Context: an optimization exercise on an open-source flow, tuned for small area. The choices shown serve that exercise and are no tape-out recipe.
No activity file was given, so power comes from the tool's default toggle rates.

== main ==
==> flow/design.v <==
module myCPU (
    input  wire        CLK,
    input  wire        RESET,
    input  wire [7:0]  DI,
    output wire [15:0] AB,
    output reg  [7:0]  DO,
    output wire        RW
);
localparam F1 = 2'd0, F2 = 2'd1, MR = 2'd2, MW = 2'd3;
reg [1:0]  ph;
reg        ptr;           
reg [15:0] pc;
reg [7:0]  ra, rb, rc, rd, pl, ph_, sl, sh, ir, r11, jl, jh, re, rf;
wire [2:0] op  = DI[2:0];
wire [3:0] sel = DI[7:4];
wire [2:0] iop = ir[2:0];
wire [3:0] ir_r = ir[7:4];
assign AB = ptr ? {ph_, pl} : pc;
assign RW = (ph == MW) | ((ph == F1) & (iop == 3'd2));
reg [7:0] rv;
always @* begin
    case (sel)
        4'd0:  rv = pc[7:0];
        4'd1:  rv = pc[15:8];
        4'd2:  rv = ra;
        4'd3:  rv = rb;
        4'd4:  rv = rc;
        4'd5:  rv = rd;
        4'd6:  rv = pl;
        4'd7:  rv = ph_;
        4'd8:  rv = sl;
        4'd9:  rv = sh;
        4'd10: rv = ir;
        4'd11: rv = r11;
        4'd12: rv = jl;
        4'd13: rv = jh;
        4'd14: rv = re;
        default: rv = rf;
    endcase
end
wire [8:0] sum = {1'b0, ra} + {1'b0, rv};
reg  [7:0] alu;
always @* begin
    case (op)
        3'd3:    alu = ra & rv;
        3'd4:    alu = sum[7:0];
        3'd5:    alu = ~rv;
        3'd7:    alu = ra;
        3'd2:    alu = rv;
        default: alu = 8'bx;
    endcase
end
wire f1    = (ph == F1);
wire zop   = (iop == 3'd3) | (iop == 3'd4) | (iop == 3'd5);
wire genw  = f1 & ((iop == 3'd0) | (iop == 3'd1) | (iop == 3'd5) | (iop == 3'd7));
wire wa    = f1 & ((iop == 3'd3) | (iop == 3'd4)) | genw & (ir_r == 4'd2);
wire z     = (DO == 8'h00);
wire jmp   = (iop == 3'd6) & (sl[ir[6:4]] == ir[7]) | ptr & (iop == 3'd0);
wire       f2   = (ph == F2);
wire       f2n  = f2 & ~RESET;
wire [7:0] wd   = DO & {8{~RESET}};
wire [15:0] wen = {16{genw}} & (16'd1 << ir_r);
always @(posedge CLK) begin
    if (RESET | wen[3])  rb  <= wd;
    if (RESET | wen[4])  rc  <= wd;
    if (RESET | wen[5])  rd  <= wd;
    if (RESET | wen[6])  pl  <= wd;
    if (RESET | wen[7])  ph_ <= wd;
    if (RESET | wen[9])  sh  <= wd;
    if (RESET | wen[11]) r11 <= wd;
    if (RESET | wen[12]) jl  <= wd;
    if (RESET | wen[13]) jh  <= wd;
    if (RESET | wen[14]) re  <= wd;
    if (RESET | wen[15]) rf  <= wd;
    if (RESET | wa | (f2 & (op == 3'd7)))
        ra <= f2n ? rv : wd;
    if (RESET | f2 | wen[10])
        ir <= f2n ? DI : wd;
    if (RESET | wen[8])
        sl[7:2] <= wd[7:2];
    if (RESET | wen[8] | (f2 & (op == 3'd4)))
        sl[1] <= f2n ? sum[8] : wd[1];
    if (RESET | wen[8] | (f1 & zop))
        sl[0] <= (zop ? z : DO[0]) & ~RESET;
    if (f1 | (f2 & (op == 3'd0)))
        pc <= (f1 & jmp) ? {jh, jl} : pc + 16'd1;
end
always @(posedge CLK) begin
    if (RESET) begin
        ph  <= F1;
        ptr <= 1'b1;
    end else begin
        case (ph)
        F1: begin ph <= F2; ptr <= 1'b0; end
        F2: begin
            case (op)
                3'd0: ph <= MR;
                3'd1: begin ph <= MR; ptr <= 1'b1; end
                3'd2: begin ph <= MW; ptr <= 1'b1; end
                default: ph <= F1;
            endcase
        end
        default: ph <= F1;
        endcase
    end
end
always @(posedge CLK) begin
    if (ph == F2)      DO <= alu;
    else if (ph == MR) DO <= DI;
end
endmodule
==> flow/config.mk <==
export PLATFORM = sky130hd
export DESIGN_NAME = myCPU
export DESIGN_NICKNAME = myCPU
export VERILOG_FILES = /design/flow/design.v
export SDC_FILE = /design/flow/constraint.sdc
export NUM_CORES = 4
export LEC_CHECK = 0
export ABC_AREA = 1
export CAP_MARGIN = 20
export CORE_MARGIN = 2
export CORE_UTILIZATION = 60
export GPL_TIMING_DRIVEN = 0
export SLEW_MARGIN = 20
==> flow/constraint.sdc <==
create_clock -name core_clock -period 5.5 [get_ports {CLK}]
set_input_delay 1.1000 -clock core_clock [delete_from_list [all_inputs] [get_ports {CLK}]]
set_output_delay 1.1000 -clock core_clock [all_outputs]
set_load 0.01 [all_outputs]
standard.sh (not shown) runs the stock make flow with config.mk's settings and CLKGATE_MAP_FILE= SYNTH_SCRIPT=/design/flow/synth_recipe.tcl, a recipe that flattens the netlist after the stock synthesis.
==> flow/flow/run.sh <==
#!/bin/bash
# Own layout flow: the standard synthesis, then the combinational logic
# re-mapped for area (registers untouched), then the standard layout
# with small port buffers and a clock tree without dummy loads.
set -euo pipefail
W=$(pwd)
F=$W/flow
R=$W/orfs/results/$FLOW_PLATFORM/myCPU/base
LIB=$FLOW_HOME/platforms/$FLOW_PLATFORM/lib/sky130_fd_sc_hd__tt_025C_1v80.lib
YOSYS=$(command -v yosys || echo /OpenROAD-flow-scripts/tools/install/yosys/bin/yosys)

bash standard.sh synth > $W/synth_std.log 2>&1
cp $R/1_2_yosys.v $W/1_2_yosys.std.v

python3 $F/gen_cells.py $LIB $W/comb_cells.v > $W/gen_cells.log 2>&1
# Try a few ABC scripts and keep the smallest result.
best=""; best_area=""
i=0
for S in "+strash;&get,-n;&dch,-f;&nf,-R,1000;&put;topo" \
         "+strash;&get,-n;&dc2;&dch,-f;&nf,-R,1000,-E,100;&put;strash;&get,-n;&dc2;&dch,-f;&nf,-R,1000,-E,100;&put;topo" \
         "+strash;&get,-n;&deepsyn,-T,30;&dch,-f;&nf,-R,1000;&put;topo"; do
  i=$((i+1))
  if LIB=$LIB CELLS=$W/comb_cells.v IN=$W/1_2_yosys.std.v TOP=$FLOW_TOP ABC_SCRIPT="$S" \
       STAT=$W/resynth_$i.stat OUT=$W/resynth_$i.v \
       $YOSYS -c $F/resynth.tcl > $W/resynth_$i.log 2>&1 &&
     LIB=$LIB OUT=$W/resynth_$i.v TOP=$FLOW_TOP $YOSYS -c $F/check.tcl > $W/resynth_check_$i.log 2>&1; then
    a=$(sed -n 's/.*Chip area for module .* \([0-9.]*\)$/\1/p' $W/resynth_$i.stat)
    echo "script $i: area $a" >> $W/resynth_choice.log
    if [[ -z "$best_area" ]] || python3 -c "import sys; sys.exit(0 if $a < $best_area else 1)"; then
      best=$i; best_area=$a
    fi
  fi
done
echo "chosen: $best ($best_area)" >> $W/resynth_choice.log
if [[ -n "$best" ]]; then
  cp $W/resynth_$best.v $W/1_2_yosys.resynth.v
else
  cp $W/1_2_yosys.std.v $W/1_2_yosys.resynth.v
fi
cp $W/1_2_yosys.resynth.v $R/1_2_yosys.v
rm -f $R/1_synth.odb $R/1_synth.sdc

export BUFFER_PORTS_ARGS="-buffer_cell sky130_fd_sc_hd__buf_1"
export CTS_ARGS="-sink_clustering_enable -repair_clock_nets -dont_use_dummy_load -buf_list {sky130_fd_sc_hd__clkbuf_2 sky130_fd_sc_hd__clkbuf_4 sky130_fd_sc_hd__clkbuf_8}"
bash standard.sh > $W/layout.log 2>&1
Other scripts of this flow, unchanged in this note and not shown: flow/flow/check.tcl, flow/flow/gen_cells.py, flow/flow/resynth.tcl
What the feature branch does differently from main at the input level:
Settings: swapping 60 for 75 in CORE_UTILIZATION.
Findings:
Worst hold slack delta (the feature branch -> main): insignificant. Looking at part of the cycle the worst path needs across main and the feature branch, the one that comes out lower is the feature branch. [the feature branch] power after layout rose 1.5% relative to main. The cell area in the feature branch sits 0.56% above the value recorded for main. Per the comparison of the feature branch with main, global-route wire length before repair rose 1400 um, utilization increased by 18 points relative to the old numbers, per-cell via count in the routed design grew by about 14%.
No functional check of the RTL was part of any run of this note.

[separate check: timing with driven ports]
The flow's constraints put no driver on any port. The routed layouts listed below were extracted and timed again, unchanged, in two steps.
Step 1: set_driving_cell puts a clkbuf_16 on CLK and a buf_2 on each other input, an assumption about the parent block.
Step 2 times the ports against the registers' clock, not the clock port: input delays grow and output delays shrink by t, the midpoint of the rising clock arrivals with the driver on.
Three values: no drivers, after step 1, after step 2; two values: the first two.
| run | t, ns | slack for setup (ns) | worst setup path after step 2 | worst register clock-pin slew, ns |
|---|---|---|---|---|
| main | 0.480 | 0.200 / 0.216 / -0.264 | input to register | 0.07 / 0.07 |
| the feature branch | 0.463 | 0.276 / 0.284 / -0.178 | input to register | 0.09 / 0.09 |
With both steps, setup timing fails in main and the feature branch, where it was met with ideal ports. The setup slack of main, which loses most, moves by +0.016 ns with the drivers and by -0.464 ns with both steps.
